Optimization exercise on an open flow, not production practice. RTL: at most simulated, not proved equivalent. Function not checked: runs 1, 4 and 5. Clock network not from TritonCTS: every run shown here. The clock port is an ideal driver here. Power: default activity.

==> design/flow/design.v <==
module accumulator_sum (
    input  logic        clk,
    input  logic        rst,
    input  logic        start,
    input  logic        clear,
    input  logic [3:0]  data_in_a,
    input  logic [3:0]  data_in_b,
    output logic [3:0]  data_out,
    output logic        data_out_valid,
    output logic        result_complete,
    output logic        ready,
    output logic        response
);
    logic        s_q;          
    logic        r_q;          
    logic [3:0]  c_q;          
    logic        ready_q, valid_q, complete_q, resp_q;
    logic [3:0]  dout_q;       
    logic [31:0] acc_q;        
    logic [3:0]  hi_q;         
    logic [1:0]  cy_q;         
    logic        zq;           
    logic [3:0]  p_q, g_q;     
    wire idle    = !s_q && !r_q;
    wire sum_go  = idle && start && !clear;
    wire rd_go   = idle && start && clear;
    wire s_last  = s_q && (c_q == 4'd7);
    wire r_last  = r_q && (c_q == 4'd10);
    wire fold_last = idle && !ready_q;
    wire fold    = s_q || fold_last;
    wire en      = fold || r_q;
    wire cy_mid  = (s_q && c_q != 4'd1) || fold_last;
    wire [3:0] lo  = zq ? 4'd0 : acc_q[3:0];
    wire [3:0] fs  = lo ^ p_q;
    wire [4:0] fc  = {(g_q | (p_q & lo)), 1'b0};
    wire [5:0] nib = {2'b00, fs} + {1'b0, fc} + {4'b0000, (cy_mid ? cy_q : 2'b00)};
    always_ff @(posedge clk) begin
        p_q <= data_in_a ^ data_in_b;
        g_q <= data_in_a & data_in_b;
    end
    always_ff @(posedge clk) begin
        if (rst) begin
            s_q        <= 1'b0;
            r_q        <= 1'b0;
            c_q        <= 4'd0;
            ready_q    <= 1'b1;
            valid_q    <= 1'b0;
            complete_q <= 1'b0;
            resp_q     <= 1'b0;
        end else begin
            ready_q    <= idle || r_last;
            valid_q    <= r_q && (c_q <= 4'd9);
            complete_q <= r_last;
            resp_q     <= (s_q && c_q == 4'd6) || (r_q && c_q == 4'd8);
            if (sum_go) begin
                s_q <= 1'b1;
                c_q <= 4'd1;
            end else if (rd_go) begin
                r_q <= 1'b1;
                c_q <= 4'd1;
            end else if (s_last || r_last) begin
                s_q <= 1'b0;
                r_q <= 1'b0;
                c_q <= 4'd0;
            end else if (!idle) begin
                c_q <= c_q + 4'd1;
            end
        end
    end
    always_ff @(posedge clk) begin
        if (en)
            acc_q <= {nib[3:0], acc_q[31:4]};
    end
    always_ff @(posedge clk) begin
        if (rst) begin
            cy_q <= 2'b00;
            hi_q <= 4'd0;
            zq   <= 1'b1;
        end else begin
            cy_q <= fold ? nib[5:4] : 2'b00;
            if (r_last)
                hi_q <= 4'd0;
            else
                hi_q <= hi_q + {2'b00, (cy_mid ? 2'b00 : cy_q)};
            if (r_last)
                zq <= 1'b1;
            else if (fold_last)
                zq <= 1'b0;
        end
    end
    always_ff @(posedge clk) begin
        dout_q <= (r_q && c_q == 4'd9) ? hi_q : lo;
    end
    assign data_out        = dout_q;
    assign data_out_valid  = valid_q;
    assign result_complete = complete_q;
    assign ready           = ready_q;
    assign response        = resp_q;
endmodule
==> design/flow/flow/run.sh <==
#!/bin/bash
# Standard ORFS layout with a few settings changed:
#  - abc maps with an area script (flow/abc_area.script; ORFS's scripts are copied so that
#    only this one file differs), and no full/half-adder cells,
#  - small port buffers (buf_1 instead of the slow clkdlybuf4s50_1),
#  - repair_timing aims for extra setup margin (the clock is much slower than the logic),
#  - after CTS, one level of clock buffers drives all flip-flops (flow/cts_post.tcl).
set -euo pipefail
rm -rf orfs_scripts
cp -r "$FLOW_HOME/scripts" orfs_scripts
cp flow/abc_area.script orfs_scripts/abc_area.script
bash standard.sh \
  SCRIPTS_DIR=$PWD/orfs_scripts \
  ADDER_MAP_FILE= ABC_AREA=1 \
  "BUFFER_PORTS_ARGS=-buffer_cell sky130_fd_sc_hd__buf_1" \
  SETUP_SLACK_MARGIN=7.0 \
  "CTS_ARGS=-repair_clock_nets -dont_use_dummy_load" \
  POST_CTS_TCL=$PWD/flow/cts_post.tcl FLOW_CLKBUF=sky130_fd_sc_hd__clkbuf_8 \
  finish > standard_run.log 2>&1
==> design/flow/flow/abc_area.script <==
strash; dc2; dch -f; amap; topo
==> design/flow/flow/cts_post.tcl <==
# After CTS: replace the clock tree by one level of 4 clock buffers, each driving
# the flip-flops of one quarter of the design, all driven by the clock port.
# The design is small: this meets the clock-pin slew limit with less latency and
# area than the two-level H-tree CTS builds. All flip-flops get the same kind of path.
set block [ord::get_db_block]
set clk_net [[$block findBTerm clk] getNet]

# (sourced inside a proc: keep the lists in the global namespace)
set ::cts_sinks {}
set ::cts_bufs {}
set ::cts_nets {}
proc walk_clock {net} {
  foreach it [$net getITerms] {
    if {![$it isInputSignal]} { continue }
    set inst [$it getInst]
    set m [[$inst getMaster] getName]
    if {[regexp {__(clkbuf|buf|clkinv|inv)_} $m]} {
      lappend ::cts_bufs $inst
      foreach ot [$inst getITerms] {
        if {[$ot isOutputSignal] && [$ot getNet] ne "NULL"} {
          lappend ::cts_nets [$ot getNet]
          walk_clock [$ot getNet]
        }
      }
    } else {
      lappend ::cts_sinks $it
    }
  }
}
walk_clock $clk_net
set sinks $::cts_sinks
set bufs $::cts_bufs
set nets $::cts_nets
puts "cts_post: [llength $bufs] clock buffers, [llength $sinks] sinks"

# split the sinks into 4 groups by position (halves by x, then halves by y);
# each group gets its own buffer at its centre, all driven by the clock port
proc sink_xy {it} {
  set b [[$it getInst] getBBox]
  return [list [expr {([$b xMin] + [$b xMax]) / 2}] [expr {([$b yMin] + [$b yMax]) / 2}]]
}
proc split_by {items k} {
  set keyed {}
  foreach it $items { lappend keyed [list [lindex [sink_xy $it] $k] $it] }
  set sorted {}
  foreach p [lsort -integer -index 0 $keyed] { lappend sorted [lindex $p 1] }
  set h [expr {[llength $sorted] / 2}]
  return [list [lrange $sorted 0 [expr {$h - 1}]] [lrange $sorted $h end]]
}
set groups {}
foreach half [split_by $sinks 0] {
  foreach q [split_by $half 1] { lappend groups $q }
}

foreach it $sinks { $it disconnect }
foreach inst $bufs { odb::dbInst_destroy $inst }
foreach net $nets { odb::dbNet_destroy $net }

set master [[ord::get_db] findMaster $::env(FLOW_CLKBUF)]
set i 0
foreach g $groups {
  set sx 0; set sy 0
  foreach it $g {
    lassign [sink_xy $it] x y
    set sx [expr {$sx + $x}]; set sy [expr {$sy + $y}]
  }
  set n [llength $g]
  set buf [odb::dbInst_create $block $master clkbuf_leaf_$i]
  set net [odb::dbNet_create $block clknet_leaf_$i]
  $net setSigType CLOCK
  [$buf findITerm A] connect $clk_net
  [$buf findITerm X] connect $net
  foreach it $g { $it connect $net }
  $buf setLocation [expr {$sx / $n}] [expr {$sy / $n}]
  $buf setPlacementStatus PLACED
  incr i
}

detailed_placement
estimate_parasitics -placement
report_clock_latency
repair_timing_helper
detailed_placement
check_placement -verbose
==> design/flow/standard.sh <==
#!/bin/bash
# synth_recipe.tcl (not shown) runs the flow's synth.tcl, then flattens the netlist and writes it again
# the make line also repeats each setting of config.mk as NAME=value (left out here)
make -C /OpenROAD-flow-scripts/flow DESIGN_CONFIG=/design/flow/config.mk WORK_HOME=/design/flow/orfs CLKGATE_MAP_FILE= SYNTH_SCRIPT=/design/flow/synth_recipe.tcl "${@:-finish}"
==> design/flow/config.mk <==
export PLATFORM = sky130hd
export DESIGN_NAME = accumulator_sum
export DESIGN_NICKNAME = accumulator_sum
export VERILOG_FILES = /design/flow/design.v
export SDC_FILE = /design/flow/constraint.sdc
export NUM_CORES = 4
export LEC_CHECK = 0
export CAP_MARGIN = 20
export CORE_MARGIN = 2
export CORE_UTILIZATION = 40
export SLEW_MARGIN = 20
==> design/flow/constraint.sdc <==
create_clock -name core_clock -period 10.0 [get_ports {clk}]
set_input_delay 2.0000 -clock core_clock [delete_from_list [all_inputs] [get_ports {clk}]]
set_output_delay 2.0000 -clock core_clock [all_outputs]
set_load 0.01 [all_outputs]
==> results of run 1 <==
metal layers:
metal,global-route usage (%),part of all wire (%),up-vias
met5,0,0,-
met4,5.96,2.2,0
met3,2.76,4.3,6
met2,17.0,43,29
met1,16.2,50,618
li1,-,-,749
Yosys cell counts:
library cell,instances,area [sq um]
sky130_fd_sc_hd__clkinv_1,28,105
sky130_fd_sc_hd__nor3_1,2,10.0
sky130_fd_sc_hd__nand3_1,1,5.00
sky130_fd_sc_hd__and2_0,2,12.5
sky130_fd_sc_hd__nor2_1,47,176
sky130_fd_sc_hd__o21a_1,5,37.5
sky130_fd_sc_hd__o21ai_0,7,35.0
sky130_fd_sc_hd__o22ai_1,2,12.5
sky130_fd_sc_hd__edfxtp_1,32,961
sky130_fd_sc_hd__nor4_1,2,12.5
sky130_fd_sc_hd__nor2b_1,2,12.5
sky130_fd_sc_hd__a31oi_1,1,6.26
sky130_fd_sc_hd__or2_0,3,18.8
sky130_fd_sc_hd__nand2_1,23,86.3
sky130_fd_sc_hd__a311oi_1,1,8.76
sky130_fd_sc_hd__a211oi_1,3,22.5
sky130_fd_sc_hd__dfxtp_1,29,581
sky130_fd_sc_hd__a21oi_1,19,95.1
worst paths after layout:
kind                                start   endpoint  slack, ns
worst max-delay path                  rst     c_q[0]       7.20
worst min-delay path            acc_q[21]  acc_q[17]       0.41
worst max register to register     c_q[0]    cy_q[1]       7.64
worst min register to register  acc_q[21]  acc_q[17]       0.41
logic make-up (layout without fill, tap and decap cells):
family	count (synthesis)	after routing
simple gates	82	82
flops	61	61
buf+inv	28	53
compound gates	38	38
final cells by class:
type,count,area [sq um],share of cell area (%)
tap,70,87.6,3.58
sequential,61,1540,63.1
timing repair buffer,21,86.3,3.53
inverter,28,105,4.30
multi-input combinational,120,569,23.3
buffer,4,55.1,2.25
worst reg2reg max path, cell delays in order, from the launching register on:
cell	delay (ns)
sky130_fd_sc_hd__dfxtp_1	0.35
sky130_fd_sc_hd__clkinv_1	0.14
sky130_fd_sc_hd__nor2_1	0.25
sky130_fd_sc_hd__nand2_1	0.09
sky130_fd_sc_hd__a21oi_1	0.26
sky130_fd_sc_hd__nor2_1	0.11
sky130_fd_sc_hd__nand2_1	0.09
sky130_fd_sc_hd__o21ai_0	0.11
sky130_fd_sc_hd__nor2_1	0.18
sky130_fd_sc_hd__nand2_1	0.10
sky130_fd_sc_hd__nand2_1	0.12
sky130_fd_sc_hd__nor2_1	0.06
sky130_fd_sc_hd__nor2_1	0.11
sky130_fd_sc_hd__and2_0	0.16
sky130_fd_sc_hd__nor2_1	0.05
sky130_fd_sc_hd__nor3_1	0.13
power breakdown:
part	switching, uW	leakage, uW	internal (uW)
Sequential	7.46	0.000544	295
Clock	57.6	0.0000288	36.9
Combinational	27.4	0.000264	12.7
cells in the final DEF (no fill, tap or decap), types with 4 or more instances in the layout:
master / n
sky130_fd_sc_hd__edfxtp_1: 32
sky130_fd_sc_hd__clkinv_1: 27
sky130_fd_sc_hd__o21a_1: 5
sky130_fd_sc_hd__buf_1: 19
sky130_fd_sc_hd__nand2_1: 23
sky130_fd_sc_hd__o21ai_0: 7
sky130_fd_sc_hd__nor2_1: 46
sky130_fd_sc_hd__a21oi_1: 19
sky130_fd_sc_hd__clkbuf_8: 4
sky130_fd_sc_hd__dfxtp_1: 29
state kept, by name, summed over array words and instances (netlist names):
name,flops
acc_q,32
c_q,4
dout_q,4
g_q,4
hi_q,4
p_q,4
cy_q,2
complete_q,1
r_q,1
ready_q,1
resp_q,1
s_q,1
valid_q,1
zq,1
per-stage QoR:
stage,hold WS [ns],std cells,cell area (sq um)
after floorplan,0.400,209,2200
after global placement,0.402,299,2360
after detailed placement,0.405,299,2360
after global routing,0.435,304,2440
final,0.412,304,2440
==> summary.txt, run 1 <==
The flow ran to the end and the layout has no timing, DRC or antenna violations. The number of core rows came out at 26. For this run, the slowest stage of the critical path takes 0.19 ns. Setup repair after global routing left no endpoint under its margin. The width of the die is ~78 microns. The cell area after synthesis is 2200 sq um. Global routing used 11.6% of the available tracks across all layers. Pin placement for this block handled 20 I/O pins. Clock skew on the completed layout was measured at 0.00916 ns. The required time of the worst setup path is about 10 ns.

Counting both buffers and inverters, the worst setup path holds a total of 3. The synthesized flop and latch total is 61. After filler insertion, the fill cell instance count of the layout stands at 515. The worst path meets setup with 7.20 ns of slack. Static timing analysis puts the maximum clock frequency at approximately 360 MHz. The initial antenna violation count came out at 0. For this design the ratio of total power to cell area is 179 nW/um^2. The worst hold path passes through 0 cells.

The share of the Yosys chip area taken by registers is 70.1%. The distinct cell type count after synthesis is 18. The wire length of the first global-routing pass is around 5400 microns. The complex-gate fraction of the synthesized area is 9.90%. The post-synthesis xor/xnor area fraction is 0%.

The via count of the first global-routing pass came to 1233. The cell depth of the worst flop-to-flop path came out at 15. The count of routing violations after the opening detailed-route iteration is 94. Clock-pin slew was measured on the worst setup and hold paths at 0.09 ns. The synthesized net count is 221. The main combinational cell family by area after synthesis is simple AND/OR/NAND/NOR gates. The initial standard-cell utilization of the core is between 40% and 50%. The post-synthesis share of cell area spent on and, or, nand and nor gates is 15.2%.

Once detail routing completed, the nets flagged for antenna violations numbered 0. The via total after detailed routing is 1402. In this run the static leakage power is about 0.00084 uW. The latest clock arrival within the worst-skew pair is 0.15 ns. In the final design database the tool counted roughly 250 nets. The fraction of final layout cells with drive strength greater than 1 came out at 3.85%. Routability-driven placement finished with a final weighted congestion of 0.856. The design draws 437 uW. The final clock period utilization by the worst path is 28.0%. Wires add up to 3300 microns. At the placement stage, the worst setup path has a slack of 6.73 ns. The number of warnings printed during yosys synthesis came out at 1. The peak supply drop is 0.0860 mV. Walking the worst path, the cells encountered are buf_1 > nor2_2 > inv_2 > a31oi_4 > clkinv_1 > a311oi_1.

The slew at the pin with the worst max-slew slack came out at around 0.48 ns. The diode insertion count for antenna repair came out at 0. The post-synthesis share of cell area spent on full adders, half adders and majority gates is 0%. For this run, design rule violations remaining after detail routing come to 0. The placed wire-length estimate after detailed placement is 2350 microns.

The setup violation total in the final timing report came out at 0. After floorplanning, the core was sized to cover 5200 sq um. The post-synthesis instance total came out at around 210. The mux cell area share after synthesis came out at 0%. The number of violations of the max-capacitance limit came out at 0. The clock period could shrink to 2.80 ns. Cells fill about 47% of the core in the end. In this run the tightest slew margin relative to its limit is 67.8%. The worst hold path belongs to the class flop to flop. The data arrival time at the worst-slack endpoint is around 2.9 ns. The number of optimization iterations in the first detailed-route pass is 4. The cell depth of the worst setup path came out at 6. The layout overhead on the synthesized area came out at 11.2%.

The worst setup path is captured at a flop. STA classifies the critical path startpoint as an input pin. The number of hold-slack violations in the final timing report was 0. The number of buffer cells added on primary ports is 19. Entering global routing, the biggest net connects 33 pins. The maximum fanout count along the critical path is 6. The mean area per synthesized cell is 10.5 sq um.

The kind of cell with the highest combined delay on the critical path is buffers and inverters. Summed over all layers, the global routing overflow is 0. The vias per cell came out at between 4 and 5. The final-report max-slew violation count came to 0. From bottom edge to top edge, the die measures 78.1 microns. For this design, the slowest cell found on the critical path is sky130_fd_sc_hd__a311oi_1. The tree built by TritonCTS fans out to 61 sinks. The floorplan step defined a die boundary enclosing roughly 6100 sq um. After detailed routing, the average wire length per cell comes to about 11 microns. The post-route setup TNS came out at 0 ns. The type of the worst setup path is input pin to flop.
==> run 2: changes to the inputs <==
--- a/design/flow/design.v
+++ b/design/flow/design.v
@@ -39,10 +39,12 @@
         g_q <= data_in_a & data_in_b;
     end
     always_ff @(posedge clk) begin
+        c_q <= (sum_go || rd_go) ? 4'd1 : c_q + 4'd1;
+    end
+    always_ff @(posedge clk) begin
         if (rst) begin
             s_q        <= 1'b0;
             r_q        <= 1'b0;
-            c_q        <= 4'd0;
             ready_q    <= 1'b1;
             valid_q    <= 1'b0;
             complete_q <= 1'b0;
@@ -52,19 +54,8 @@
             valid_q    <= r_q && (c_q <= 4'd9);
             complete_q <= r_last;
             resp_q     <= (s_q && c_q == 4'd6) || (r_q && c_q == 4'd8);
-            if (sum_go) begin
-                s_q <= 1'b1;
-                c_q <= 4'd1;
-            end else if (rd_go) begin
-                r_q <= 1'b1;
-                c_q <= 4'd1;
-            end else if (s_last || r_last) begin
-                s_q <= 1'b0;
-                r_q <= 1'b0;
-                c_q <= 4'd0;
-            end else if (!idle) begin
-                c_q <= c_q + 4'd1;
-            end
+            s_q        <= sum_go || (s_q && !s_last);
+            r_q        <= rd_go || (r_q && !r_last);
         end
     end
     always_ff @(posedge clk) begin
--- a/design/flow/flow/run.sh
+++ b/design/flow/flow/run.sh
@@ -13,7 +13,7 @@
   SCRIPTS_DIR=$PWD/orfs_scripts \
   ADDER_MAP_FILE= ABC_AREA=1 \
   "BUFFER_PORTS_ARGS=-buffer_cell sky130_fd_sc_hd__buf_1" \
-  SETUP_SLACK_MARGIN=7.0 \
+  SETUP_SLACK_MARGIN=7.3 \
   "CTS_ARGS=-repair_clock_nets -dont_use_dummy_load" \
-  POST_CTS_TCL=$PWD/flow/cts_post.tcl FLOW_CLKBUF=sky130_fd_sc_hd__clkbuf_8 \
+  POST_CTS_TCL=$PWD/flow/cts_post.tcl FLOW_CLKBUF=sky130_fd_sc_hd__clkbuf_8 FLOW_CLKGROUPS=4 \
   finish > standard_run.log 2>&1
--- a/design/flow/flow/cts_post.tcl
+++ b/design/flow/flow/cts_post.tcl
@@ -1,5 +1,5 @@
-# After CTS: replace the clock tree by one level of 4 clock buffers, each driving
-# the flip-flops of one quarter of the design, all driven by the clock port.
+# After CTS: replace the clock tree by one level of clock buffers (FLOW_CLKGROUPS of
+# them), each driving the flip-flops of one part of the design, all driven by the clock port.
 # The design is small: this meets the clock-pin slew limit with less latency and
 # area than the two-level H-tree CTS builds. All flip-flops get the same kind of path.
 set block [ord::get_db_block]
@@ -33,7 +33,7 @@
 set nets $::cts_nets
 puts "cts_post: [llength $bufs] clock buffers, [llength $sinks] sinks"
 
-# split the sinks into 4 groups by position (halves by x, then halves by y);
+# split the sinks into 1, 2 or 4 groups by position (halves by x, then halves by y);
 # each group gets its own buffer at its centre, all driven by the clock port
 proc sink_xy {it} {
   set b [[$it getInst] getBBox]
@@ -47,9 +47,14 @@
   set h [expr {[llength $sorted] / 2}]
   return [list [lrange $sorted 0 [expr {$h - 1}]] [lrange $sorted $h end]]
 }
-set groups {}
-foreach half [split_by $sinks 0] {
-  foreach q [split_by $half 1] { lappend groups $q }
+set groups [list $sinks]
+if {$::env(FLOW_CLKGROUPS) >= 2} { set groups [split_by $sinks 0] }
+if {$::env(FLOW_CLKGROUPS) >= 4} {
+  set g4 {}
+  foreach half $groups {
+    foreach q [split_by $half 1] { lappend g4 $q }
+  }
+  set groups $g4
 }
 
 foreach it $sinks { $it disconnect }
==> run 2 against run 1 <==
Compared with the run above:
- die area down 1.0%
- power up 8.8%
- synthesized cell count down 4.3%
- maximum frequency up 6.6%
- critical endpoint is now zq
==> summary.txt, run 2 <==
The post-synthesis instance total came out at 200 (was 209). The via total after detailed routing is 1349 (was 1402). The clock transition at the register clock pins on the worst setup and hold paths after CTS came out at 0.09 ns (about the same). The net count of the finished layout is 238 (was 248). The met3 capacity usage during global routing is 4.53% (was 2.76%).

The all-layer global routing usage is 11.6% (about the same). The met2 usage in global routing came out at 16.8% (was 17.0%). The launching element type of the critical path is an input pin (unchanged). The synthesized net count is 212 (was 221). The peak supply drop came out at 0.0971 mV (was 0.0860 mV). The placed wire-length estimate after detailed placement came out at 2200 microns (was 2350 microns).

RSZ-0062 raised after global routing: false (unchanged). The met1 routing resource usage after global routing came to 15.6% (was 16.2%). The fraction of final layout cells with drive strength greater than 1 is 6.25% (was 3.85%). The maximum cell stage delay along the critical path came out at 0.25 ns (was 0.19 ns). The share of async-settable or async-resettable flops after synthesis is 0% (unchanged). The cell taking the most area after synthesis is sky130_fd_sc_hd__edfxtp_1 (unchanged). The leftover overflow at the end of global routing came out at 0 (unchanged).

The type of destination of the critical path is a flop (unchanged). The initial standard-cell utilization of the core is 42.0% (was 42.2%). The number of buffer cells added on primary ports is 19 (unchanged). Series of cell instances along the critical path: buf_1 > clkinv_1 > o21ai_1 > o21bai_1 (was buf_1 > nor2_2 > inv_2 > a31oi_4 > clkinv_1 > a311oi_1).

The weighted congestion at the end of routability-driven global placement is 0.775 (was 0.856). The vias per cell is 4.59 (was 4.61). The register with the most flip-flops was acc_q (unchanged). The number of optimization iterations in the first detailed-route pass is 7 (was 4). The cell with the most instances after synthesis is sky130_fd_sc_hd__nor2_1 (unchanged). The via count of the first global-routing pass came out at 1196 (was 1233). The endpoint of the most critical register-to-register path is cy_q[1] (unchanged). The proportion of synthesized chip area in sequential cells came out at 70.9% (was 70.1%). The area of the die came out at 6040 sq um (was 6110 sq um).

The vertical extent of the die came out at 77.7 microns (was 78.1 microns). The distinct cell type count after synthesis came out at 21 (was 18). Most frequent cells in the layout: sky130_fd_sc_hd__nor2_1 (38), sky130_fd_sc_hd__edfxtp_1 (32), sky130_fd_sc_hd__dfxtp_1 (28) (was sky130_fd_sc_hd__nor2_1 (46), sky130_fd_sc_hd__edfxtp_1 (32), sky130_fd_sc_hd__dfxtp_1 (29)). Most numerous cell types in the synthesized netlist: sky130_fd_sc_hd__nor2_1 (38), sky130_fd_sc_hd__edfxtp_1 (32), sky130_fd_sc_hd__dfxtp_1 (29) (was sky130_fd_sc_hd__nor2_1 (47), sky130_fd_sc_hd__edfxtp_1 (32), sky130_fd_sc_hd__dfxtp_1 (29)). The data arrival time at the worst-slack endpoint was 2.71 ns (was 2.87 ns).

The reported leakage power is 0.000862 uW (was 0.000837 uW). The path category of the worst min-delay check is flop to flop (unchanged). The width of the die is 77.7 microns (was 78.1 microns). The worst setup path endpoint is zq (was c_q[0]).

The worst slew margin relative to its limit is 70.0% (was 67.8%). The type of the worst setup path is input pin to flop (unchanged). The setup violation total in the final timing report came to 0 (unchanged).

The final wirelength came out at 3130 microns (was 3300 microns). The initial antenna violation count is 0 (unchanged). The startpoint of the most critical register-to-register path is zq (was c_q[0]). The synthesized flop and latch total came out at 61 (unchanged). The cell area after synthesis was 2170 sq um (was 2200 sq um).

The routing layer with the top usage in global route is met2 (unchanged). The count of routing violations after the opening detailed-route iteration is 47 (was 94). The upper clock frequency limit came out at 381 MHz (was 357 MHz). The final clock period utilization by the worst path came out at 26.3% (was 28.0%).

The wire length of the first global-routing pass is 5270 microns (was 5430 microns). The number of warnings printed during yosys synthesis came out at 1 (unchanged). The critical path launch point was rst (unchanged). Run status: complete, no violations (unchanged). The most used flip-flop cell after synthesis is sky130_fd_sc_hd__edfxtp_1 (unchanged).

The maximum fanout count along the critical path is 6 (unchanged). The number of nets with antenna violations after detailed routing is 0 (unchanged). The final routed wire length divided by cell count was 10.6 microns (was 10.9 microns). The area fraction of the dominant cell type after synthesis came to 44.2% (was 43.7%).

The post-route DRC violation count is 0 (unchanged). The slew at the pin with the worst max-slew slack is 0.449 ns (was 0.479 ns). The total power per unit cell area is 197 nW/um^2 (was 179 nW/um^2). The diode insertion count for antenna repair is 0 (unchanged).

The latest clock arrival within the worst-skew pair is 0.15 ns (about the same). The final worst clock skew is 0.00368 ns (was 0.00916 ns). Largest cells by area after synthesis: sky130_fd_sc_hd__edfxtp_1 (44%), sky130_fd_sc_hd__dfxtp_1 (27%), sky130_fd_sc_hd__nor2_1 (6.6%) (was sky130_fd_sc_hd__edfxtp_1 (44%), sky130_fd_sc_hd__dfxtp_1 (26%), sky130_fd_sc_hd__nor2_1 (8.0%)). The number of violations of the max-capacitance limit is 0 (unchanged). The mean area per synthesized cell came out at 10.9 sq um (was 10.5 sq um). The number of core rows is 26 (unchanged). The layout overhead on the synthesized area is 11.0% (was 11.2%). The number of hold-slack violations in the final timing report is 0 (unchanged). The most common library cell in the layout ignoring fill and taps is sky130_fd_sc_hd__nor2_1 (unchanged). The clock net sink count is 61 (unchanged). The final-report max-slew violation count came out at 0 (unchanged). The slowest library cell on the worst path is sky130_fd_sc_hd__o21ai_1 (was sky130_fd_sc_hd__a311oi_1). The slack of the worst reg-to-reg path came out at 7.68 ns (was 7.64 ns). The number of synthesized flops with an enable pin is 32 (unchanged). The placeable core area is 5170 sq um (was 5200 sq um). The post-route setup TNS came out at 0 ns (unchanged).

The largest net degree at the start of global routing came to 33 (unchanged). The count of boundary I/O pins came out at 20 (unchanged). The number of flip-flops in the largest register came to 32 (unchanged). The count of buffering cells on the critical path with inverters included was 2 (was 3). The number of fill cells is 484 (was 515).

The cell depth of the worst flop-to-flop path came out at 14 (was 15). The cell depth of the worst setup path came out at 4 (was 6). The post-route minimum period came to 2.63 ns (was 2.80 ns). The required time of the worst setup path is 10.09 ns (was 10.07 ns). The kind of cell with the highest combined delay on the critical path is compound AO/OA/AOI/OAI gates (was buffers and inverters).

The post-layout total power came to 476 uW (was 437 uW).
## run 2: changes by cell type in the layout (fill, tap and decap cells not counted), sizes merged, moves of 2 or more
cell	delta
nor2	-9
o21ai	+2
o32ai	+2
or3	+2
nor2b	-2
nor4	-2
## run 2: area by class of cell
class	instances	area (sq um)	share of cell area [%]
well taps	70	87.6	3.63
flip-flops and latches	61	1540	63.9
plain buffers	4	55.1	2.28
repair buffers	20	95.1	3.94
inverters	27	101	4.20
multi-input cells	112	532	22.0
## run 2: how the worst min path moves through the flow
stage | start | to | depth (start not counted)
global route | acc_q[27] | acc_q[23] | 0
finish | acc_q[27] | acc_q[23] | 0
floorplan | c_q[0] | c_q[0] | 1
global placement | acc_q[27] | acc_q[23] | 0
detailed placement | acc_q[21] | acc_q[17] | 0
## run 2: worst reg2reg max path: stages (launching register included)
cell,delay (ns)
sky130_fd_sc_hd__dfxtp_1,0.32
sky130_fd_sc_hd__clkinv_1,0.13
sky130_fd_sc_hd__nand2_1,0.14
sky130_fd_sc_hd__clkinv_1,0.12
sky130_fd_sc_hd__a21o_1,0.20
sky130_fd_sc_hd__o21a_1,0.19
sky130_fd_sc_hd__nand2_1,0.07
sky130_fd_sc_hd__o21ai_0,0.11
sky130_fd_sc_hd__nor2_1,0.15
sky130_fd_sc_hd__clkinv_1,0.11
sky130_fd_sc_hd__o21ai_0,0.22
sky130_fd_sc_hd__and2_0,0.22
sky130_fd_sc_hd__o21a_1,0.15
sky130_fd_sc_hd__nor2_1,0.05
sky130_fd_sc_hd__nor2_1,0.09
## run 2: kinds of logic (layout without fill, tap and decap cells)
kind of cell	Yosys count	in the layout	share of synthesized area [%]
AOI/OAI and AO/OA	40	40	10.8
DFF	61	61	70.9
and+or+nand+nor	72	72	13.6
buffers and inverters	27	51	4.66
## run 2: power by group
part,switching (uW),internal [uW]
combinational,38.6,18.7
clock,56.9,36.9
sequential,14.3,310
total,110,366
## run 2: per-layer routing
metal,routed length [microns],share of wire (%),up-vias
met1,1640,53,590
met5,0,0,-
li1,-,-,730
met2,1320,42,25
met4,44,1.4,0
met3,120,3.8,4
## run 2: metrics by stage
step                      instances  util (%)  setup slack [ns]  hold slack, ns  area, sq um
after global routing            294      46.7              7.30           0.429         2410
after global placement          290      45.3              7.19           0.401         2340
after detailed placement        290      45.3              7.17           0.407         2340
final                           294      46.7              7.37           0.425         2410
after floorplan                 200         -              7.44           0.388         2170
==> run 3: changes to the inputs <==
--- a/design/flow/flow/run.sh
+++ b/design/flow/flow/run.sh
@@ -13,7 +13,7 @@
   SCRIPTS_DIR=$PWD/orfs_scripts \
   ADDER_MAP_FILE= ABC_AREA=1 \
   "BUFFER_PORTS_ARGS=-buffer_cell sky130_fd_sc_hd__buf_1" \
-  SETUP_SLACK_MARGIN=7.3 \
+  SETUP_SLACK_MARGIN=7.0 \
   "CTS_ARGS=-repair_clock_nets -dont_use_dummy_load" \
   POST_CTS_TCL=$PWD/flow/cts_post.tcl FLOW_CLKBUF=sky130_fd_sc_hd__clkbuf_8 FLOW_CLKGROUPS=4 \
   finish > standard_run.log 2>&1
==> run 3 against run 2 <==
Compared with the run above:
- combinational power is 1% lower
- synthesized area unchanged
- utilization fell by 0.34 points
- sequential cell count stayed put
- first-iteration DRC count shrank 2.1%
- die area is the same
- setup slack worse by 0.055 ns
- maximum frequency is 2.1% lower
- critical path type is now flop to primary output
- largest power group unchanged
- highest routed layer unchanged
==> summary.txt, run 3 <==
The wire length of the first global-routing pass was 5260 microns (was 5270 microns). The latest clock arrival within the worst-skew pair came out at 0.15 ns (about the same). The clock transition at the register clock pins on the worst setup and hold paths after CTS was 0.09 ns (about the same).

The sequential group share of total power came out at 68.3% (was 68.2%). The required time of the worst setup path is 8.00 ns (was 10.09 ns). The number of core rows was 26 (unchanged). The vias per cell came out at 4.55 (was 4.59). The initial antenna violation count is 0 (unchanged).

The vertical extent of the die is 77.7 microns (unchanged). The post-route setup TNS came to 0 ns (unchanged). The number of warnings printed during yosys synthesis came out at 1 (unchanged). The via total after detailed routing is 1339 (was 1349). The cell area after synthesis is 2170 sq um (unchanged). The post-synthesis instance total came out at 200 (unchanged).

The type of destination of the critical path is a primary output (was flop). The path category of the worst min-delay check is flop to flop (unchanged). The layout overhead on the synthesized area is 10.2% (was 11.0%). The cell taking the most area after synthesis was sky130_fd_sc_hd__edfxtp_1 (unchanged). The number of buffer cells added on primary ports is 19 (unchanged). The worst setup margin is 7.32 ns (was 7.37 ns). The launching element type of the critical path is a flop (was input pin).

The final clock period utilization by the worst path is 26.8% (was 26.3%). The peak supply drop came to 0.0972 mV (was 0.0971 mV). The met3 capacity usage during global routing came out at 4.53% (unchanged).

The area fraction of the dominant cell type after synthesis is 44.2% (unchanged). RSZ-0062 raised after global routing: false (unchanged). The type of the worst setup path is flop to primary output (was input pin to flop). The clock net sink count came to 61 (unchanged). The all-layer global routing usage came to 11.5% (was 11.6%). The most common library cell in the layout ignoring fill and taps is sky130_fd_sc_hd__nor2_1 (unchanged). The setup violation total in the final timing report came to 0 (unchanged). The most used flip-flop cell after synthesis is sky130_fd_sc_hd__edfxtp_1 (unchanged). The post-route core utilization is 46.3% (was 46.7%). The share of async-settable or async-resettable flops after synthesis came out at 0% (unchanged).

The number of hold-slack violations in the final timing report is 0 (unchanged). The maximum cell stage delay along the critical path is 0.37 ns (was 0.25 ns). The net count of the finished layout was 238 (unchanged). The data arrival time at the worst-slack endpoint came to 0.68 ns (was 2.71 ns). The final worst clock skew came out at 0.00372 ns (was 0.00368 ns).

The maximum fanout count along the critical path is 3 (was 6). The area of the die came out at 6040 sq um (unchanged). The upper clock frequency limit is 373 MHz (was 381 MHz). The slack of the worst reg-to-reg path is 7.68 ns (about the same).

The placeable core area came out at 5170 sq um (unchanged). The final wirelength came out at 3120 microns (was 3130 microns). The reported leakage power came out at 0.000828 uW (was 0.000862 uW).

The width of the die is 77.7 microns (unchanged). The count of buffering cells on the critical path with inverters included came out at 1 (was 2). The post-route DRC violation count is 0 (unchanged).

The final routed wire length divided by cell count came out at 10.6 microns (about the same). The count of boundary I/O pins is 20 (unchanged). The number of violations of the max-capacitance limit came to 0 (unchanged). The diode insertion count for antenna repair came out at 0 (unchanged). The number of optimization iterations in the first detailed-route pass was 4 (was 7). The number of flip-flops in the largest register is 32 (unchanged). The final-report max-slew violation count is 0 (unchanged). The met2 usage in global routing is 16.8% (unchanged). The internal power of the cells came out at 365 uW (was 366 uW). Most frequent cells in the layout: sky130_fd_sc_hd__nor2_1 (38), sky130_fd_sc_hd__edfxtp_1 (32), sky130_fd_sc_hd__dfxtp_1 (29) (was sky130_fd_sc_hd__nor2_1 (38), sky130_fd_sc_hd__edfxtp_1 (32), sky130_fd_sc_hd__dfxtp_1 (28)).

The total power per unit cell area came to 198 nW/um^2 (was 197 nW/um^2). The clock group share of total power is 19.8% (was 19.7%). The initial standard-cell utilization of the core is 42.0% (unchanged). The slew at the pin with the worst max-slew slack came out at 0.628 ns (was 0.449 ns).

The weighted congestion at the end of routability-driven global placement is 0.775 (unchanged). The register with the most flip-flops is acc_q (unchanged). The met1 routing resource usage after global routing came out at 15.6% (about the same).

Most numerous cell types in the synthesized netlist: sky130_fd_sc_hd__nor2_1 (38), sky130_fd_sc_hd__edfxtp_1 (32), sky130_fd_sc_hd__dfxtp_1 (29) (unchanged). The post-route minimum period came to 2.68 ns (was 2.63 ns). The switching power total is 110 uW (about the same). The routing layer with the top usage in global route was met2 (unchanged).

Run status: complete, no violations (unchanged). The count of routing violations after the opening detailed-route iteration is 46 (was 47). The fraction of power consumed by combinational cells is 11.9% (was 12.0%). The placed wire-length estimate after detailed placement is 2200 microns (unchanged). The synthesized flop and latch total came out at 61 (unchanged).

The distinct cell type count after synthesis is 21 (unchanged). The proportion of synthesized chip area in sequential cells is 70.9% (unchanged). The net switching share of the total power was 23.2% (was 23.1%). The number of nets with antenna violations after detailed routing came out at 0 (unchanged). The number of synthesized flops with an enable pin is 32 (unchanged). Largest cells by area after synthesis: sky130_fd_sc_hd__edfxtp_1 (44%), sky130_fd_sc_hd__dfxtp_1 (27%), sky130_fd_sc_hd__nor2_1 (6.6%) (unchanged). The leftover overflow at the end of global routing was 0 (unchanged). The kind of cell with the highest combined delay on the critical path is flip-flops (was compound AO/OA/AOI/OAI gates). The via count of the first global-routing pass is 1196 (unchanged). The post-layout total power came out at 475 uW (was 476 uW). The slowest library cell on the worst path is sky130_fd_sc_hd__dfxtp_1 (was sky130_fd_sc_hd__o21ai_1). The worst slew margin relative to its limit is 57.7% (was 70.0%).

The largest net degree at the start of global routing is 33 (unchanged). The fraction of final layout cells with drive strength greater than 1 is 2.23% (was 6.25%). The synthesized net count is 212 (unchanged). The worst-case setup slack after placement came to 7.17 ns (unchanged). The cell with the most instances after synthesis is sky130_fd_sc_hd__nor2_1 (unchanged).

The number of fill cells is 488 (was 484). Series of cell instances along the critical path: buf_1 (was buf_1 > clkinv_1 > o21ai_1 > o21bai_1). The mean area per synthesized cell came out at 10.9 sq um (unchanged).
-- run 3: cell counts after synthesis --
No cell type changed its count.
-- run 3: power by group through the flow --
| stage | sequential, uW | combinational [uW] | clock [uW] |
|---|---|---|---|
| 2_1_floorplan | 327 | 41.4 | 0 |
| 3_3_place_gp | 329 | 56.1 | 0 |
| 3_5_place_dp | 330 | 57.2 | 0 |
| 5_1_grt | 328 | 65.7 | 107 |
| 6_report | 324 | 56.5 | 93.9 |
-- run 3: kinds of logic (layout without fill, tap and decap cells) --
group / after synthesis / after routing / share of synthesized area, %
AO/OA/AOI/OAI: 40 / 40 / 10.8
AND/OR/NAND/NOR: 72 / 72 / 13.6
flip-flops: 61 / 61 / 70.9
buffers and inverters: 27 / 51 / 4.66
-- run 3: final timing paths --
check                 start  cells past startpoint   endpoint
setup / recovery    ready_q                      1      ready
hold / removal    acc_q[27]                      0  acc_q[23]
setup reg to reg         zq                     14    cy_q[1]
hold reg to reg   acc_q[27]                      0  acc_q[23]
-- run 3: final cells by class --
cell class	instances	area (sq um)	area share (%)
Timing Repair Buffer	20	78.8	3.29
Sequential cell	61	1540	64.3
Buffer	4	55.1	2.30
Tap cell	70	87.6	3.66
Multi-Input combinational cell	112	532	22.2
Inverter	27	101	4.23
-- run 3: per-layer routing --
| layer | part of all wire (%) | wire (microns) | vias to the layer above |
|---|---|---|---|
| met5 | 0 | 0 | - |
| met4 | 1.4 | 44 | 0 |
| met3 | 2.9 | 92 | 4 |
| met2 | 42 | 1310 | 15 |
| met1 | 54 | 1670 | 592 |
| li1 | - | - | 728 |
-- run 3: metrics by stage --
stage               hold slack (ns)  instances  cell area, sq um
detailed placement            0.407        290              2340
floorplan                     0.388        200              2170
global route                  0.429        294              2400
global placement              0.401        290              2340
finish                        0.422        294              2400
==> run 4: changes to the inputs <==
--- a/design/flow/design.v
+++ b/design/flow/design.v
@@ -15,17 +15,16 @@
     logic        r_q;          
     logic [3:0]  c_q;          
     logic        ready_q, valid_q, complete_q, resp_q;
-    logic [3:0]  dout_q;       
     logic [31:0] acc_q;        
     logic [3:0]  hi_q;         
     logic [1:0]  cy_q;         
     logic        zq;           
-    logic [3:0]  p_q, g_q;     
+    logic [3:0]  p_q, g_q;
     wire idle    = !s_q && !r_q;
     wire sum_go  = idle && start && !clear;
     wire rd_go   = idle && start && clear;
     wire s_last  = s_q && (c_q == 4'd7);
-    wire r_last  = r_q && (c_q == 4'd10);
+    wire r_last  = r_q && (c_q == 4'd15);
     wire fold_last = idle && !ready_q;
     wire fold    = s_q || fold_last;
     wire en      = fold || r_q;
@@ -35,11 +34,14 @@
     wire [4:0] fc  = {(g_q | (p_q & lo)), 1'b0};
     wire [5:0] nib = {2'b00, fs} + {1'b0, fc} + {4'b0000, (cy_mid ? cy_q : 2'b00)};
     always_ff @(posedge clk) begin
-        p_q <= data_in_a ^ data_in_b;
+        if (r_q)
+            p_q <= (c_q == 4'd14) ? hi_q : lo;
+        else
+            p_q <= data_in_a ^ data_in_b;
         g_q <= data_in_a & data_in_b;
     end
     always_ff @(posedge clk) begin
-        c_q <= (sum_go || rd_go) ? 4'd1 : c_q + 4'd1;
+        c_q <= sum_go ? 4'd1 : rd_go ? 4'd6 : c_q + 4'd1;
     end
     always_ff @(posedge clk) begin
         if (rst) begin
@@ -51,9 +53,9 @@
             resp_q     <= 1'b0;
         end else begin
             ready_q    <= idle || r_last;
-            valid_q    <= r_q && (c_q <= 4'd9);
+            valid_q    <= r_q && !r_last;
             complete_q <= r_last;
-            resp_q     <= (s_q && c_q == 4'd6) || (r_q && c_q == 4'd8);
+            resp_q     <= (s_q && c_q == 4'd6) || (r_q && c_q == 4'd13);
             s_q        <= sum_go || (s_q && !s_last);
             r_q        <= rd_go || (r_q && !r_last);
         end
@@ -79,10 +81,7 @@
                 zq <= 1'b0;
         end
     end
-    always_ff @(posedge clk) begin
-        dout_q <= (r_q && c_q == 4'd9) ? hi_q : lo;
-    end
-    assign data_out        = dout_q;
+    assign data_out        = p_q;
     assign data_out_valid  = valid_q;
     assign result_complete = complete_q;
     assign ready           = ready_q;
--- a/design/flow/flow/run.sh
+++ b/design/flow/flow/run.sh
@@ -13,7 +13,7 @@
   SCRIPTS_DIR=$PWD/orfs_scripts \
   ADDER_MAP_FILE= ABC_AREA=1 \
   "BUFFER_PORTS_ARGS=-buffer_cell sky130_fd_sc_hd__buf_1" \
-  SETUP_SLACK_MARGIN=7.0 \
+  SETUP_SLACK_MARGIN=7.3 \
   "CTS_ARGS=-repair_clock_nets -dont_use_dummy_load" \
   POST_CTS_TCL=$PWD/flow/cts_post.tcl FLOW_CLKBUF=sky130_fd_sc_hd__clkbuf_8 FLOW_CLKGROUPS=4 \
   finish > standard_run.log 2>&1
==> run 4 against run 3 <==
Compared with the run above:
- combinational power increased by 38%
- die area decreased by 2.5%
- critical path depth increased by 3
- worst hold slack got worse by 0.00083 ns
- sequential share of layout area decreased by 4.2 points
- sequential cell count decreased by 4
- sequential power decreased by 2%
- clock power decreased by 1%
- clock skew increased by 0.0075 ns
==> summary.txt, run 4 <==
The area taken by multi-input logic gates is 587 sq um (was 532 sq um). The via count of the first global-routing pass came out at 1154 (was 1196). The count of boundary I/O pins was 20 (unchanged). The all-layer global routing usage is 12.5% (was 11.5%). The mean area per synthesized cell came to 10.9 sq um (about the same). The worst setup margin came to 7.33 ns (was 7.32 ns). The most used flip-flop cell after synthesis was sky130_fd_sc_hd__edfxtp_1 (unchanged). The number of warnings printed during yosys synthesis is 1 (unchanged). The layout overhead on the synthesized area was 15.4% (was 10.2%).

The wire length on met3 was 141 microns (was 92 microns). The worst-case setup slack after placement is 7.18 ns (was 7.17 ns). The launching element type of the critical path is an input pin (was flop). Most numerous cell types in the synthesized netlist: sky130_fd_sc_hd__nor2_1 (33), sky130_fd_sc_hd__edfxtp_1 (32), sky130_fd_sc_hd__clkinv_1 (27) (was sky130_fd_sc_hd__nor2_1 (38), sky130_fd_sc_hd__edfxtp_1 (32), sky130_fd_sc_hd__dfxtp_1 (29)). The type of destination of the critical path is a flop (was primary output). RSZ-0062 raised after global routing: false (unchanged). The post-route minimum period came to 2.67 ns (was 2.68 ns). The clock net sink count was 57 (was 61). The cell area after synthesis is 2120 sq um (was 2170 sq um). The upper clock frequency limit came out at 375 MHz (was 373 MHz). The latest clock arrival within the worst-skew pair came out at 0.15 ns (about the same). The final clock period utilization by the worst path came out at 26.7% (was 26.8%). The synthesized flop and latch total was 57 (was 61). The net switching share of the total power is 25.2% (was 23.2%). The cell with the most instances after synthesis is sky130_fd_sc_hd__nor2_1 (unchanged). The fraction of power consumed by combinational cells is 16.0% (was 11.9%). The peak supply drop came out at 0.0941 mV (was 0.0972 mV). The post-synthesis instance total came out at 195 (was 200). The count of routing violations after the opening detailed-route iteration is 129 (was 46). The post-route setup TNS came out at 0 ns (unchanged).

The number of optimization iterations in the first detailed-route pass is 4 (unchanged). The leftover overflow at the end of global routing is 0 (unchanged). The net count of the finished layout came out at 237 (was 238). The proportion of synthesized chip area in sequential cells was 69.0% (was 70.9%). The post-route DRC violation count came out at 0 (unchanged). The number of nets with antenna violations after detailed routing is 0 (unchanged). The number of buffer cells added on primary ports came out at 19 (unchanged). The synthesized net count came out at 207 (was 212).

The final wirelength came out at 3580 microns (was 3120 microns). The distinct cell type count after synthesis is 27 (was 21). The vertical extent of the die is 76.8 microns (was 77.7 microns). The number of violations of the max-capacitance limit was 0 (unchanged). The type of the worst setup path is input pin to flop (was flop to primary output). The diode insertion count for antenna repair is 0 (unchanged).

The met2 routed wirelength came out at 1630 microns (was 1310 microns). The required time of the worst setup path came out at 10.05 ns (was 8.00 ns). The placeable core area was 5110 sq um (was 5170 sq um). The internal power of the cells is 364 uW (was 365 uW).

The slew at the pin with the worst max-slew slack is 0.388 ns (was 0.628 ns). The number of core rows is 26 (unchanged). Run status: complete, no violations (unchanged).

The total power per unit cell area came to 199 nW/um^2 (was 198 nW/um^2). Most frequent cells in the layout: sky130_fd_sc_hd__edfxtp_1 (32), sky130_fd_sc_hd__nor2_1 (30), sky130_fd_sc_hd__clkinv_1 (26) (was sky130_fd_sc_hd__nor2_1 (38), sky130_fd_sc_hd__edfxtp_1 (32), sky130_fd_sc_hd__dfxtp_1 (29)). The area fraction of the dominant cell type after synthesis was 45.4% (was 44.2%).

The wire length of the first global-routing pass came out at 5650 microns (was 5260 microns). The sequential group share of total power is 65.0% (was 68.3%). The most common library cell in the layout ignoring fill and taps was sky130_fd_sc_hd__edfxtp_1 (was sky130_fd_sc_hd__nor2_1). The number of synthesized flops with an enable pin is 32 (unchanged). The weighted congestion at the end of routability-driven global placement is 0.842 (was 0.775). The number of hold-slack violations in the final timing report came out at 0 (unchanged). The via total after detailed routing was 1377 (was 1339). The path category of the worst min-delay check is flop to flop (unchanged). The placed wire-length estimate after detailed placement is 2530 microns (was 2200 microns).

The met1 wire length came out at 1780 microns (was 1670 microns). The final worst clock skew came out at 0.0112 ns (was 0.00372 ns). The width of the die is 76.8 microns (was 77.7 microns).

The final-report max-slew violation count came out at 0 (unchanged). The area of the die came out at 5890 sq um (was 6040 sq um). The clock transition at the register clock pins on the worst setup and hold paths after CTS came to 0.09 ns (about the same).

The post-place instance area was 2280 sq um (was 2340 sq um). The initial antenna violation count is 0 (unchanged). The finished layout cell area came to 2440 sq um (was 2400 sq um). The register cell area after layout came out at 1470 sq um (was 1540 sq um).

The setup violation total in the final timing report is 0 (unchanged). The largest net degree at the start of global routing is 33 (unchanged). Largest cells by area after synthesis: sky130_fd_sc_hd__edfxtp_1 (45%), sky130_fd_sc_hd__dfxtp_1 (24%), sky130_fd_sc_hd__nor2_1 (5.8%) (was sky130_fd_sc_hd__edfxtp_1 (44%), sky130_fd_sc_hd__dfxtp_1 (27%), sky130_fd_sc_hd__nor2_1 (6.6%)). The cell taking the most area after synthesis is sky130_fd_sc_hd__edfxtp_1 (unchanged). The vias per cell is 4.70 (was 4.55).

The number of fill cells came out at 475 (was 488). The register with the most flip-flops is acc_q (unchanged). The top layer used by detailed routing is met4 (unchanged). The initial standard-cell utilization of the core came out at 41.5% (was 42.0%).

The reported leakage power is 0.000856 uW (was 0.000828 uW). The final routed wire length divided by cell count came out at 12.2 microns (was 10.6 microns). The fraction of final layout cells with drive strength greater than 1 came to 13.9% (was 2.23%). The worst slew margin relative to its limit is 73.9% (was 57.7%). The clock group share of total power was 19.1% (was 19.8%). The switching power total is 123 uW (was 110 uW). The number of flip-flops in the largest register is 32 (unchanged). The share of async-settable or async-resettable flops after synthesis came to 0% (unchanged).

The maximum fanout count along the critical path is 4 (was 3). The data arrival time at the worst-slack endpoint was 2.72 ns (was 0.68 ns).
==> run 4: worst max-delay path, stage by stage <==
cell and delay (ns):
sky130_fd_sc_hd__buf_1 0.17, sky130_fd_sc_hd__clkinv_1 0.14, sky130_fd_sc_hd__and3_1 0.22, sky130_fd_sc_hd__a31o_1 0.18
==> run 4: area by class of cell <==
cell class	count	share of cell area, %
buffer	4	2.25
tap	70	3.58
sequential	57	60.1
inverter	27	4.15
timing repair buffer	24	5.89
multi-input combinational	111	24.0
==> run 4: metal layers <==
layer,vias up,GRT usage [%]
met2,27,18.2
met1,612,18.3
met3,3,2.47
met5,-,0
met4,0,5.27
li1,735,-
==> run 4: worst paths after layout <==
path	startpoint	to	slack, ns	cells past startpoint
setup / recovery	rst	r_q	7.33	4
hold / removal	acc_q[14]	acc_q[10]	0.42	0
setup reg to reg	s_q	cy_q[1]	7.53	15
hold reg to reg	acc_q[14]	acc_q[10]	0.42	0
==> run 4: cells by family (layout without fill, tap and decap cells) <==
family | after synthesis | in the layout | synth area share (%)
AO/OA/AOI/OAI | 46 | 46 | 13.2
flip-flops | 57 | 57 | 69.0
AND/OR/NAND/NOR | 65 | 65 | 13.0
buffers and inverters | 27 | 55 | 4.78
==> run 4: stage by stage <==
stage	power [uW]	hold WS, ns	util, %	cells
after floorplan	364	0.400	-	195
after global placement	386	0.401	44.7	285
after detailed placement	387	0.405	44.7	285
after global routing	515	0.428	47.8	293
final	487	0.421	47.8	293
==> run 4: power by group through the flow <==
stage | Clock (uW) | Combinational, uW | Sequential (uW)
5_1_grt | 105 | 87.7 | 322
3_3_place_gp | 0 | 67.3 | 319
6_report | 92.8 | 77.8 | 316
3_5_place_dp | 0 | 67.6 | 320
2_1_floorplan | 0 | 47.9 | 316
==> run 5: changes to the inputs <==
--- a/design/flow/flow/run.sh
+++ b/design/flow/flow/run.sh
@@ -15,5 +15,5 @@
   "BUFFER_PORTS_ARGS=-buffer_cell sky130_fd_sc_hd__buf_1" \
   SETUP_SLACK_MARGIN=7.3 \
   "CTS_ARGS=-repair_clock_nets -dont_use_dummy_load" \
-  POST_CTS_TCL=$PWD/flow/cts_post.tcl FLOW_CLKBUF=sky130_fd_sc_hd__clkbuf_8 FLOW_CLKGROUPS=4 \
+  POST_CTS_TCL=$PWD/flow/cts_post.tcl FLOW_CLKBUF=sky130_fd_sc_hd__clkbuf_16 FLOW_CLKGROUPS=2 \
   finish > standard_run.log 2>&1
==> run 5 against run 4 <==
Compared with the run above:
- final area shrank 0.20%
- sequential power is essentially flat
- sequential share of layout area grew 0.12 points
- first-iteration DRC count grew 16%
- register-to-register slack is essentially flat
- wire length shrank 2.2%
- critical endpoint is now ready
- largest power group unchanged
==> summary.txt, run 5 <==
Run status: complete, no violations (unchanged). The initial antenna violation count came out at 0 (unchanged). The largest net degree at the start of global routing came out at 33 (unchanged).

The fraction of final layout cells with drive strength greater than 1 is 13.1% (was 13.9%). The number of warnings printed during yosys synthesis is 1 (unchanged). The distinct cell type count after synthesis is 27 (unchanged). The instance count after placement with tap cells included came out at 285 (unchanged). The data arrival time at the worst-slack endpoint is 0.67 ns (was 2.72 ns). The via total after detailed routing came out at 1378 (was 1377). The post-synthesis instance total came out at 195 (unchanged). The total power per unit cell area is 200 nW/um^2 (was 199 nW/um^2).

The number of flip-flops in the largest register is 32 (unchanged). The net count of the finished layout is 235 (was 237). The wire length of the first global-routing pass is 5630 microns (was 5650 microns). The number of synthesized flops with an enable pin came out at 32 (unchanged). The upper clock frequency limit is 375 MHz (about the same). The final clock period utilization by the worst path came to 26.7% (about the same). The register with the most flip-flops is acc_q (unchanged). The clock net sink count is 57 (unchanged). The post-route worst hold slack is 0.421 ns (about the same). The type of destination of the critical path is a primary output (was flop). The number of buffer cells added on primary ports came out at 19 (unchanged).

The final-report max-slew violation count is 0 (unchanged). The slew at the pin with the worst max-slew slack came to 0.392 ns (was 0.388 ns). The final standard cell count with taps included and fillers excluded came out at 291 (was 293). The share of async-settable or async-resettable flops after synthesis came out at 0% (unchanged). The weighted congestion at the end of routability-driven global placement is 0.842 (unchanged).

The clock group share of total power is 19.1% (about the same). The count of boundary I/O pins came out at 20 (unchanged). The vertical extent of the die came to 76.8 microns (unchanged).

The clock transition at the register clock pins on the worst setup and hold paths after CTS is 0.11 ns (was 0.09 ns). The endpoint of the most critical register-to-register path was cy_q[1] (unchanged). The final routed wire length divided by cell count is 12.0 microns (was 12.2 microns). The setup violation total in the final timing report is 0 (unchanged). The kind of cell with the highest combined delay on the critical path was flip-flops (was buffers and inverters). The maximum cell stage delay along the critical path is 0.39 ns (was 0.22 ns).

The count of routing violations after the opening detailed-route iteration came out at 150 (was 129). The fraction of power consumed by combinational cells came to 15.9% (was 16.0%). The internal power of the cells was 365 uW (was 364 uW).

The peak supply drop is 0.133 mV (was 0.0941 mV). The number of optimization iterations in the first detailed-route pass came out at 4 (unchanged). Most numerous cell types in the synthesized netlist: sky130_fd_sc_hd__nor2_1 (33), sky130_fd_sc_hd__edfxtp_1 (32), sky130_fd_sc_hd__clkinv_1 (27) (unchanged). The diode insertion count for antenna repair came out at 0 (unchanged). The cell area after synthesis was 2120 sq um (unchanged). The reported leakage power came out at 0.000852 uW (was 0.000856 uW). The critical path launch point is ready_q (was rst).

Series of cell instances along the critical path: buf_6 (was buf_1 > clkinv_1 > and3_1 > a31o_1). The finished layout cell area came out at 2440 sq um (about the same). Largest cells by area after synthesis: sky130_fd_sc_hd__edfxtp_1 (45%), sky130_fd_sc_hd__dfxtp_1 (24%), sky130_fd_sc_hd__nor2_1 (5.8%) (unchanged). The sequential group share of total power is 64.9% (was 65.0%). The final worst clock skew is 0.0105 ns (was 0.0112 ns). The proportion of synthesized chip area in sequential cells is 69.0% (unchanged).

The width of the die came out at 76.8 microns (unchanged). The number of nets with antenna violations after detailed routing came out at 0 (unchanged). The latest clock arrival within the worst-skew pair was 0.17 ns (was 0.15 ns). The cell with the most instances after synthesis is sky130_fd_sc_hd__nor2_1 (unchanged). The all-layer global routing usage came out at 12.4% (was 12.5%). The mean area per synthesized cell came out at 10.9 sq um (unchanged). The startpoint of the most critical register-to-register path is s_q (unchanged). The number of cells traversed by the worst hold path is 0 (unchanged). The post-route minimum period is 2.67 ns (about the same). Most frequent cells in the layout: sky130_fd_sc_hd__edfxtp_1 (32), sky130_fd_sc_hd__nor2_1 (30), sky130_fd_sc_hd__clkinv_1 (26) (unchanged). The vias per cell is 4.74 (was 4.70). The via count of the first global-routing pass is 1131 (was 1154). The required time of the worst setup path is 8.00 ns (was 10.05 ns). The net switching share of the total power came out at 25.2% (about the same). The synthesized net count came to 207 (unchanged). The area of the die is 5890 sq um (unchanged). The cell taking the most area after synthesis is sky130_fd_sc_hd__edfxtp_1 (unchanged). The maximum fanout count along the critical path came out at 4 (unchanged). The most common library cell in the layout ignoring fill and taps is sky130_fd_sc_hd__edfxtp_1 (unchanged).

The number of violations of the max-capacitance limit came to 0 (unchanged). The slowest library cell on the worst path is sky130_fd_sc_hd__dfxtp_2 (was sky130_fd_sc_hd__and3_1). The worst slew margin relative to its limit is 73.7% (was 73.9%). The most used flip-flop cell after synthesis was sky130_fd_sc_hd__edfxtp_1 (unchanged).

The number of hold-slack violations in the final timing report came out at 0 (unchanged). The number of core rows came out at 26 (unchanged). The cell depth of the worst setup path is 1 (was 4).

The placeable core area is 5110 sq um (unchanged). The cell depth of the worst flop-to-flop path is 15 (unchanged). The post-route DRC violation count came out at 0 (unchanged). The launching element type of the critical path was a flop (was input pin). The synthesized flop and latch total came out at 57 (unchanged). The post-route setup TNS came out at 0 ns (unchanged). The initial standard-cell utilization of the core is 41.5% (unchanged). The final wirelength came to 3500 microns (was 3580 microns).

The count of buffering cells on the critical path with inverters included is 1 (was 2). The slack of the worst reg-to-reg path was 7.52 ns (was 7.53 ns). The path category of the worst min-delay check is flop to flop (unchanged). The post-place instance area came to 2280 sq um (unchanged). The type of the worst setup path is flop to primary output (was input pin to flop). The switching power total came out at 123 uW (about the same).

The worst setup path endpoint was ready (was r_q). The leftover overflow at the end of global routing came out at 0 (unchanged). The area fraction of the dominant cell type after synthesis came out at 45.4% (unchanged). The layout overhead on the synthesized area is 15.1% (was 15.4%). The placed wire-length estimate after detailed placement is 2530 microns (unchanged). RSZ-0062 raised after global routing: true (was false).
run 5: layout make-up:
cell class / instances / area, sq um
multi-input combinational: 111 / 587
buffer: 2 / 50.0
sequential: 57 / 1470
timing repair buffer: 24 / 144
inverter: 27 / 101
fill: 474 / 2670
tap: 70 / 87.6
run 5: power groups by stage:
stage	combinational [uW]	sequential, uW	clock, uW
2_1_floorplan	47.9	316	0
3_3_place_gp	67.3	319	0
3_5_place_dp	67.6	320	0
5_1_grt	87.7	322	105
6_report	77.6	316	93.3
run 5: how the worst min path moves through the flow:
stage	slack, ns	start	to
floorplan	0.40	acc_q[4]	acc_q[0]
global placement	0.40	acc_q[24]	acc_q[20]
detailed placement	0.40	acc_q[24]	acc_q[20]
global route	0.43	acc_q[11]	acc_q[7]
finish	0.42	acc_q[14]	acc_q[10]
run 5: logic make-up after synthesis:
group                  count (synthesis)  synth area share (%)
and+or+nand+nor                       65                  13.0
DFF                                   57                  69.0
AOI/OAI and AO/OA                     46                  13.2
buffers and inverters                 27                  4.78
run 5: routing by layer:
layer / share of wire [%] / GRT usage, %
met1: 50 / 18.2
met2: 45 / 18.3
met3: 3.5 / 2.59
met4: 1.3 / 4.00
met5: 0 / 0
run 5: through the flow:
stage	util, %	setup slack [ns]	total power [uW]
2_1_floorplan	-	7.45	364
3_3_place_gp	44.7	7.19	386
3_5_place_dp	44.7	7.18	387
5_1_grt	47.7	7.27	514
6_report	47.7	7.33	487
==> run 6: changes to the inputs <==
--- a/design/flow/design.v
+++ b/design/flow/design.v
@@ -11,9 +11,8 @@
     output logic        ready,
     output logic        response
 );
-    logic        s_q;          
-    logic        r_q;          
-    logic [3:0]  c_q;          
+    logic        s_q, r_q;
+    logic [2:0]  c_q;
     logic        ready_q, valid_q, complete_q, resp_q;
     logic [31:0] acc_q;        
     logic [3:0]  hi_q;         
@@ -21,27 +20,32 @@
     logic        zq;           
     logic [3:0]  p_q, g_q;
     wire idle    = !s_q && !r_q;
-    wire sum_go  = idle && start && !clear;
-    wire rd_go   = idle && start && clear;
-    wire s_last  = s_q && (c_q == 4'd7);
-    wire r_last  = r_q && (c_q == 4'd15);
+    wire go      = idle && start;
+    wire sum_go  = go && !clear;
+    wire rd_go   = go && clear;
+    wire s_last  = s_q && resp_q;                                    
+    wire r_hi    = r_q && resp_q;                                    
+    wire r_last  = r_q && valid_q && !resp_q && (c_q == 3'd6);       
     wire fold_last = idle && !ready_q;
     wire fold    = s_q || fold_last;
     wire en      = fold || r_q;
-    wire cy_mid  = (s_q && c_q != 4'd1) || fold_last;
+    wire cy_mid  = !r_q && !ready_q;
     wire [3:0] lo  = zq ? 4'd0 : acc_q[3:0];
     wire [3:0] fs  = lo ^ p_q;
     wire [4:0] fc  = {(g_q | (p_q & lo)), 1'b0};
     wire [5:0] nib = {2'b00, fs} + {1'b0, fc} + {4'b0000, (cy_mid ? cy_q : 2'b00)};
     always_ff @(posedge clk) begin
         if (r_q)
-            p_q <= (c_q == 4'd14) ? hi_q : lo;
+            p_q <= r_hi ? hi_q : lo;
         else
             p_q <= data_in_a ^ data_in_b;
         g_q <= data_in_a & data_in_b;
     end
     always_ff @(posedge clk) begin
-        c_q <= sum_go ? 4'd1 : rd_go ? 4'd6 : c_q + 4'd1;
+        if (go)
+            c_q <= clear ? 3'd6 : 3'd0;
+        else if (!resp_q)
+            c_q <= c_q + 3'd1;
     end
     always_ff @(posedge clk) begin
         if (rst) begin
@@ -55,7 +59,7 @@
             ready_q    <= idle || r_last;
             valid_q    <= r_q && !r_last;
             complete_q <= r_last;
-            resp_q     <= (s_q && c_q == 4'd6) || (r_q && c_q == 4'd13);
+            resp_q     <= !idle && (c_q == 3'd5);
             s_q        <= sum_go || (s_q && !s_last);
             r_q        <= rd_go || (r_q && !r_last);
         end
--- a/design/flow/flow/run.sh
+++ b/design/flow/flow/run.sh
@@ -15,5 +15,5 @@
   "BUFFER_PORTS_ARGS=-buffer_cell sky130_fd_sc_hd__buf_1" \
   SETUP_SLACK_MARGIN=7.3 \
   "CTS_ARGS=-repair_clock_nets -dont_use_dummy_load" \
-  POST_CTS_TCL=$PWD/flow/cts_post.tcl FLOW_CLKBUF=sky130_fd_sc_hd__clkbuf_16 FLOW_CLKGROUPS=2 \
+  POST_CTS_TCL=$PWD/flow/cts_post.tcl FLOW_CLKBUF=sky130_fd_sc_hd__clkbuf_8 FLOW_CLKGROUPS=4 \
   finish > standard_run.log 2>&1
==> run 6 against run 5 <==
Compared with the run above:
- still clean
- via count decreased by 7.5%
- final area decreased by 2.1%
- synthesized cell count decreased by 7.7%
- sequential cell count decreased by 1
- power decreased by 8.5%
- highest routed layer unchanged
==> summary.txt, run 6 <==
The type of destination of the critical path is a primary output (unchanged). The number of warnings printed during yosys synthesis came to 1 (unchanged). The final standard cell count with taps included and fillers excluded is 278 (was 291). The met2 usage in global routing came out at 17.9% (was 18.3%). Largest cells by area after synthesis: sky130_fd_sc_hd__edfxtp_1 (51%), sky130_fd_sc_hd__dfxtp_1 (20%), sky130_fd_sc_hd__nand2_1 (4.5%) (was sky130_fd_sc_hd__edfxtp_1 (45%), sky130_fd_sc_hd__dfxtp_1 (24%), sky130_fd_sc_hd__nor2_1 (5.8%)). The number of violations of the max-capacitance limit came to 0 (unchanged). The instance count after placement with tap cells included is 270 (was 285).

The startpoint of the most critical register-to-register path is ready_q (was s_q). The post-route DRC violation count is 0 (unchanged). The data arrival time at the worst-slack endpoint was 0.62 ns (was 0.67 ns). The routing layer with the top usage in global route is met1 (was met2). The register with the most flip-flops is acc_q (unchanged). The synthesized net count is 192 (was 207). Run status: complete, no violations (unchanged). The final wirelength is 3410 microns (was 3500 microns). The post-route minimum period came out at 2.62 ns (was 2.67 ns).

The number of flip-flops in the largest register was 32 (unchanged). The share of async-settable or async-resettable flops after synthesis was 0% (unchanged). The met1 routing resource usage after global routing came out at 18.6% (was 18.2%). The largest net degree at the start of global routing came out at 33 (unchanged). The slowest library cell on the worst path is sky130_fd_sc_hd__dfxtp_2 (unchanged).

Series of cell instances along the critical path: buf_6 (unchanged). Most numerous cell types in the synthesized netlist: sky130_fd_sc_hd__edfxtp_1 (35), sky130_fd_sc_hd__nand2_1 (25), sky130_fd_sc_hd__clkinv_1 (23), sky130_fd_sc_hd__nor2_1 (23), sky130_fd_sc_hd__dfxtp_1 (21) (was sky130_fd_sc_hd__nor2_1 (33), sky130_fd_sc_hd__edfxtp_1 (32), sky130_fd_sc_hd__clkinv_1 (27)). The most used flip-flop cell after synthesis is sky130_fd_sc_hd__edfxtp_1 (unchanged). Most frequent cells in the layout: sky130_fd_sc_hd__edfxtp_1 (35), sky130_fd_sc_hd__nand2_1 (24), sky130_fd_sc_hd__clkinv_1 (23), sky130_fd_sc_hd__nor2_1 (23) (was sky130_fd_sc_hd__edfxtp_1 (32), sky130_fd_sc_hd__nor2_1 (30), sky130_fd_sc_hd__clkinv_1 (26)). The hold path startpoint was acc_q[27] (was acc_q[14]). The met3 capacity usage during global routing is 5.56% (was 2.59%).

The final clock period utilization by the worst path came out at 26.2% (was 26.7%). The maximum cell stage delay along the critical path is 0.36 ns (was 0.39 ns). RSZ-0062 raised after global routing: true (unchanged). The peak supply drop came out at 0.0837 mV (was 0.133 mV). The worst setup margin is 7.38 ns (was 7.33 ns).

The wire length of the first global-routing pass was 5290 microns (was 5630 microns). The number of optimization iterations in the first detailed-route pass came to 4 (unchanged). The post-route setup TNS came out at 0 ns (unchanged). The distinct cell type count after synthesis is 20 (was 27). The width of the die is 75.8 microns (was 76.8 microns). The reported leakage power is 0.000798 uW (was 0.000852 uW).

The clock net sink count is 56 (was 57). The internal power of the cells came to 346 uW (was 365 uW). The sequential group share of total power came out at 66.9% (was 64.9%).

The diode insertion count for antenna repair is 0 (unchanged). The number of synthesized flops with an enable pin came to 35 (was 32). The number of nets with antenna violations after detailed routing is 0 (unchanged).

The clock transition at the register clock pins on the worst setup and hold paths after CTS came out at 0.09 ns (was 0.11 ns). The slew at the pin with the worst max-slew slack is 0.391 ns (was 0.392 ns). The cell area after synthesis came out at 2060 sq um (was 2120 sq um). The clock group share of total power came to 20.1% (was 19.1%). The area of the die is 5750 sq um (was 5890 sq um). The layout overhead on the synthesized area was 15.8% (was 15.1%).

The maximum fanout count along the critical path is 2 (was 4). The final routed wire length divided by cell count came to 12.3 microns (was 12.0 microns). The number of buffer cells added on primary ports came out at 19 (unchanged). The number of hold-slack violations in the final timing report came out at 0 (unchanged). The initial antenna violation count came out at 0 (unchanged). The fraction of final layout cells with drive strength greater than 1 is 13.5% (was 13.1%).

The placed wire-length estimate after detailed placement is 2350 microns (was 2530 microns). The area fraction of the dominant cell type after synthesis came out at 50.9% (was 45.4%). The placeable core area came out at 5040 sq um (was 5110 sq um). The mean area per synthesized cell is 11.5 sq um (was 10.9 sq um). The cell with the most instances after synthesis is sky130_fd_sc_hd__edfxtp_1 (was sky130_fd_sc_hd__nor2_1). The type of the worst setup path is flop to primary output (unchanged). The leftover overflow at the end of global routing came out at 0 (unchanged). The vias per cell came out at 4.59 (was 4.74). The upper clock frequency limit came to 382 MHz (was 375 MHz).

The count of routing violations after the opening detailed-route iteration came out at 96 (was 150). The final-report max-slew violation count came to 0 (unchanged). The via count of the first global-routing pass is 1099 (was 1131). The total power per unit cell area is 187 nW/um^2 (was 200 nW/um^2). The initial standard-cell utilization of the core is 40.9% (was 41.5%). The net switching share of the total power is 22.5% (was 25.2%).
## run 6: metal layers
metal | vias to the layer above | wire [microns] | share of wire, %
met5 | - | 0 | 0
met4 | 0 | 38 | 1.1
met3 | 4 | 192 | 5.6
met2 | 23 | 1420 | 42
met1 | 564 | 1760 | 52
li1 | 684 | - | -
## run 6: cell type report
cell class / count / area (sq um)
fill: 463 / 2650
sequential: 56 / 1480
multi-input combinational: 101 / 517
timing repair buffer: 24 / 163
tap: 70 / 87.6
inverter: 23 / 86.3
buffer: 4 / 55.1
## run 6: final timing paths
| check | end | slack (ns) | cells past startpoint |
|---|---|---|---|
| setup / recovery | ready | 7.38 | 1 |
| hold / removal | acc_q[23] | 0.42 | 0 |
| setup reg to reg | cy_q[1] | 7.74 | 13 |
| hold reg to reg | acc_q[23] | 0.42 | 0 |
## run 6: power groups by stage
stage,logic (uW),registers (uW),clock network (uW)
floorplan,34.4,301,0
global placement,50.4,303,0
detailed placement,50.3,304,0
global route,66.0,302,102
finish,57.9,298,89.7
## run 6: cells by family (layout without fill, tap and decap cells)
logic type             after synthesis  in the layout  share of synthesized area [%]
AND/OR/NAND/NOR                     57             57                           11.3
flip-flops                          56             56                           71.3
AO/OA/AOI/OAI                       44             44                           13.2
buffers and inverters               23             51                           4.18
## run 6: stage by stage
step	hold WS (ns)	utilization (%)	total power (uW)	area, sq um
floorplan	0.400	-	336	2060
finish	0.419	47.4	446	2390
detailed placement	0.405	44.2	354	2230
global placement	0.401	44.2	353	2230
global route	0.425	47.4	470	2390
